This is an optimization exercise on Yosys and OpenROAD, whose aim is small area and a short achievable clock period, not a production implementation.
Power figures rest on the tool's default switching activity, not on a simulated workload.

==> flow/design.v <==
module ahb_bus_matrix
(
  input HBUSREQx0,
  input HBUSREQx1,
  input HBUSREQx2,
  input HBUSREQx3,
  input HLOCKx0,
  input HLOCKx1,
  input HLOCKx2,
  input HLOCKx3,
  input [1:0] HTRANSx0,
  input [1:0] HTRANSx1,
  input [1:0] HTRANSx2,
  input [1:0] HTRANSx3,
  input [31:0] HADDRx0,
  input [31:0] HADDRx1,
  input [31:0] HADDRx2,
  input [31:0] HADDRx3,
  input HWRITEx0,
  input HWRITEx1,
  input HWRITEx2,
  input HWRITEx3,
  input [2:0] HSIZEx0,
  input [2:0] HSIZEx1,
  input [2:0] HSIZEx2,
  input [2:0] HSIZEx3,
  input [2:0] HBURSTx0,
  input [2:0] HBURSTx1,
  input [2:0] HBURSTx2,
  input [2:0] HBURSTx3,
  input [31:0] HWDATAx0,
  input [31:0] HWDATAx1,
  input [31:0] HWDATAx2,
  input [31:0] HWDATAx3,
  input HREADYx0,
  input HREADYx1,
  input HREADYx2,
  input HREADYx3,
  input HREADYx4,
  input HREADYx5,
  input HREADYx6,
  input [1:0] HRESPx0,
  input [1:0] HRESPx1,
  input [1:0] HRESPx2,
  input [1:0] HRESPx3,
  input [1:0] HRESPx4,
  input [1:0] HRESPx5,
  input [1:0] HRESPx6,
  input [31:0] HRDATAx0,
  input [31:0] HRDATAx1,
  input [31:0] HRDATAx2,
  input [31:0] HRDATAx3,
  input [31:0] HRDATAx4,
  input [31:0] HRDATAx5,
  input [31:0] HRDATAx6, 
  input [3:0] HSPLITx0,
  input [3:0] HSPLITx1,
  input [3:0] HSPLITx2,
  input [3:0] HSPLITx3,
  input [3:0] HSPLITx4,
  input [3:0] HSPLITx5,
  input [3:0] HSPLITx6,
  output HGRANTx0,
  output HGRANTx1,
  output HGRANTx2,
  output HGRANTx3,
  output HSELx0,
  output HSELx1,
  output HSELx2,
  output HSELx3,
  output HSELx4,
  output HSELx5,
  output HSELx6,
  input HRESETn,
  input HCLK,
  output [1:0] HTRANS,
  output [31:0] HADDR,
  output HWRITE,
  output [2:0] HSIZE,
  output [2:0] HBURST,
  output [31:0] HWDATA,
  output HREADY,
  output [1:0] HRESP,
  output [31:0] HRDATA,
  output [3:0] HMASTER,
  output HMASTLOCK
);
reg [1:0] grant;       
reg [1:0] hm;          
reg [1:0] hmd;         
reg       fixlen;      
reg       split_q;     
reg       retry_q;     
reg [5:0] count;       
reg [3:0] req_mask;    
reg [2:0] ss;          
wire a0 = (hm == 2'd0);
wire a1 = (hm == 2'd1);
wire a2 = (hm == 2'd2);
wire a3 = (hm == 2'd3);
assign HADDR  = ({32{a0}} & HADDRx0)  | ({32{a1}} & HADDRx1)  |
                ({32{a2}} & HADDRx2)  | ({32{a3}} & HADDRx3);
assign HWRITE = (a0 & HWRITEx0) | (a1 & HWRITEx1) |
                (a2 & HWRITEx2) | (a3 & HWRITEx3);
assign HTRANS = ({2{a0}} & HTRANSx0) | ({2{a1}} & HTRANSx1) |
                ({2{a2}} & HTRANSx2) | ({2{a3}} & HTRANSx3);
assign HSIZE  = ({3{a0}} & HSIZEx0)  | ({3{a1}} & HSIZEx1)  |
                ({3{a2}} & HSIZEx2)  | ({3{a3}} & HSIZEx3);
assign HBURST = ({3{a0}} & HBURSTx0) | ({3{a1}} & HBURSTx1) |
                ({3{a2}} & HBURSTx2) | ({3{a3}} & HBURSTx3);
wire d0 = (hmd == 2'd0);
wire d1 = (hmd == 2'd1);
wire d2 = (hmd == 2'd2);
wire d3 = (hmd == 2'd3);
assign HWDATA = ({32{d0}} & HWDATAx0) | ({32{d1}} & HWDATAx1) |
                ({32{d2}} & HWDATAx2) | ({32{d3}} & HWDATAx3);
wire [3:0] ah = HADDR[31:28];
assign HSELx1 = (ah == 4'h1);
assign HSELx2 = (ah == 4'h2);
assign HSELx3 = (ah == 4'h3);
assign HSELx4 = (ah == 4'h4);
assign HSELx5 = (ah == 4'h5);
assign HSELx6 = (ah == 4'h6);
assign HSELx0 = ah[3] | (ah[2:0] == 3'd0) | (ah[2:0] == 3'd7);
wire [2:0] ss_dec = HSELx0 ? 3'd0 : ah[2:0];
always @(posedge HCLK or negedge HRESETn) begin
  if (!HRESETn)     ss <= 3'd0;
  else if (HREADY)  ss <= ss_dec;
end
wire s0 = (ss == 3'd0);
wire s1 = (ss == 3'd1);
wire s2 = (ss == 3'd2);
wire s3 = (ss == 3'd3);
wire s4 = (ss == 3'd4);
wire s5 = (ss == 3'd5);
wire s6 = (ss == 3'd6);
assign HRDATA = ({32{s0}} & HRDATAx0) | ({32{s1}} & HRDATAx1) |
                ({32{s2}} & HRDATAx2) | ({32{s3}} & HRDATAx3) |
                ({32{s4}} & HRDATAx4) | ({32{s5}} & HRDATAx5) |
                ({32{s6}} & HRDATAx6);
assign HRESP  = ({2{s0}} & HRESPx0) | ({2{s1}} & HRESPx1) |
                ({2{s2}} & HRESPx2) | ({2{s3}} & HRESPx3) |
                ({2{s4}} & HRESPx4) | ({2{s5}} & HRESPx5) |
                ({2{s6}} & HRESPx6);
assign HREADY = (s0 & HREADYx0) | (s1 & HREADYx1) |
                (s2 & HREADYx2) | (s3 & HREADYx3) |
                (s4 & HREADYx4) | (s5 & HREADYx5) |
                (s6 & HREADYx6);
wire g0 = (grant == 2'd0);
wire g1 = (grant == 2'd1);
wire g2 = (grant == 2'd2);
wire g3 = (grant == 2'd3);
assign HGRANTx0 = g0;
assign HGRANTx1 = g1;
assign HGRANTx2 = g2;
assign HGRANTx3 = g3;
wire locked = (g0 & HLOCKx0) | (g1 & HLOCKx1) | (g2 & HLOCKx2) | (g3 & HLOCKx3);
assign HMASTLOCK = locked;
assign HMASTER   = {2'b00, hm};
wire busreq = (g0 & HBUSREQx0) | (g1 & HBUSREQx1) | (g2 & HBUSREQx2) | (g3 & HBUSREQx3);
wire t_idle   = (HTRANS == 2'b00);
wire t_busy   = (HTRANS == 2'b01);
wire t_nonseq = (HTRANS == 2'b10);
wire t_seq    = (HTRANS == 2'b11);
reg [5:0] next_count;
always @(*) begin
  case (HTRANS)
    2'b10: begin
      case (HBURST)
        3'b000: next_count = HREADY ? 6'h0 : 6'h1;
        3'b001:   next_count = 6'h20;
        3'b010,
        3'b011:  next_count = HREADY ? 6'h3 : 6'h4;
        3'b100,
        3'b101:  next_count = HREADY ? 6'h7 : 6'h8;
        default:        next_count = HREADY ? 6'hf : 6'h10;
      endcase
    end
    2'b01: next_count = count;
    2'b00: next_count = 6'h0;
    default:      next_count = (HREADY && !count[5]) ? count - 6'd1 : count;
  endcase
end
always @(posedge HCLK or negedge HRESETn) begin
  if (!HRESETn) count <= 6'h0;
  else          count <= next_count;
end
wire cnt_le1 = t_nonseq ? (HBURST == 3'b000) :
               (t_seq && HREADY && !count[5]) ? (count[5:2] == 4'd0 && count[1:0] != 2'd0 && count[1:0] != 2'd3) :
               (count[5:1] == 5'd0);
wire degrant = !busreq | t_idle | (fixlen & !locked & cnt_le1) | split_q | retry_q;
wire resp_split = (HRESP == 2'b11);
wire to_dummy = (locked & resp_split) |
                (g1 & resp_split & !HBUSREQx2 & !HBUSREQx3) |
                (req_mask == 4'b0);
wire [1:0] next_grant = (HBUSREQx3 & req_mask[3]) ? 2'd3 :
                        (HBUSREQx2 & req_mask[2]) ? 2'd2 : 2'd1;
always @(posedge HCLK or negedge HRESETn) begin
  if (!HRESETn)      grant <= 2'd1;
  else if (to_dummy) grant <= 2'd0;
  else if (degrant)  grant <= next_grant;
end
always @(posedge HCLK or negedge HRESETn) begin
  if (!HRESETn) begin
    hm  <= 2'd1;
    hmd <= 2'd0;
  end else if (HREADY) begin
    hm  <= grant;
    hmd <= hm;
  end
end
always @(posedge HCLK or negedge HRESETn) begin
  if (!HRESETn) begin
    fixlen  <= 1'b0;
    split_q <= 1'b0;
    retry_q <= 1'b0;
  end else begin
    fixlen  <= (HBURST != 3'b001);
    split_q <= resp_split;
    retry_q <= (HRESP == 2'b10);
  end
end
wire [3:0] hsplit = HSPLITx0 | HSPLITx1 | HSPLITx2 | HSPLITx3 |
                    HSPLITx4 | HSPLITx5 | HSPLITx6;
wire [3:0] hm_oh  = {a3, a2, a1, a0};
always @(posedge HCLK or negedge HRESETn) begin
  if (!HRESETn) req_mask <= 4'b1111;
  else          req_mask <= (req_mask | hsplit) & ~({4{split_q}} & hm_oh);
end
endmodule
clock: 4.0 ns
lec_check: 0
cap_margin: 20
core_area: 6 6 274 274
die_area: 0 0 280 280
setup_slack_margin: 1.0
slew_margin: 20
run.sh (not shown) runs the stock make flow with config.mk's settings and CLKGATE_MAP_FILE= SYNTH_SCRIPT=/design/flow/synth_recipe.tcl, a recipe that flattens the netlist after the stock synthesis.
The baseline produced a clean layout.
Next try:
==> flow/flow/run.sh (new file) <==
#!/bin/bash
# Standard ORFS layout, with the port buffers made from the smallest buffer cell.
set -euo pipefail
export BUFFER_PORTS_ARGS="-buffer_cell sky130_fd_sc_hd__buf_1"
bash standard.sh > flow_make.log 2>&1
==> flow/standard.sh (new file) <==
#!/bin/bash
# synth_recipe.tcl (not shown) runs the flow's synth.tcl, then flattens the netlist and writes it again
# the make line also repeats each setting of config.mk as NAME=value (left out here)
make -C /OpenROAD-flow-scripts/flow DESIGN_CONFIG=/design/flow/config.mk WORK_HOME=/design/flow/orfs CLKGATE_MAP_FILE= SYNTH_SCRIPT=/design/flow/synth_recipe.tcl "${@:-finish}"
removed: flow/run.sh
Die area stays the same.
Final cell count drops by about 1%.
Utilization drops by 6.2 points.
Power drops by 14%.
Critical path depth drops by 2.
Sequential share of layout area climbs by 1.8 points.
Clock power climbs by about 4%.
Register-to-register slack gets better by 0.06 ns.
Worst hold slack gets worse by 0.062 ns.
Clock-buffer cell count drops by 1.
Setup slack gets better by 0.11 ns.
No functional check of the RTL was part of any run of this note.

==> port drivers added, routing unchanged <==
The results above use ideal ports. As a check the final layouts listed here were re-extracted and re-timed, cells and wires unchanged. Step 1: set_driving_cell puts a clkbuf_16 on HCLK and a buf_2 on each other input, an assumption about the parent block. Step 2, shift: input delay + t, output delay - t, t = (earliest + latest rising clock arrival at the registers) / 2. This alone moves slack from input paths to output paths. a / b / c = ideal ports / drivers / drivers and shift; a / b = the first two.
run | t (ns) | setup WS [ns] | clock arrival spread, ns | worst register clock-pin slew, ns | cell pins on the clock port's net
the first run | 0.322 | 0.754 / 0.717 / 0.663 | 0.013 / 0.013 | 0.08 / 0.08 | 1
the second run | 0.306 | 0.865 / 0.824 / 0.949 | 0.004 / 0.004 | 0.07 / 0.07 | 1
After both steps every run listed still meets setup and hold. The setup slack of the first run, which loses most, moves by -0.037 ns with the drivers and by -0.091 ns with both steps.
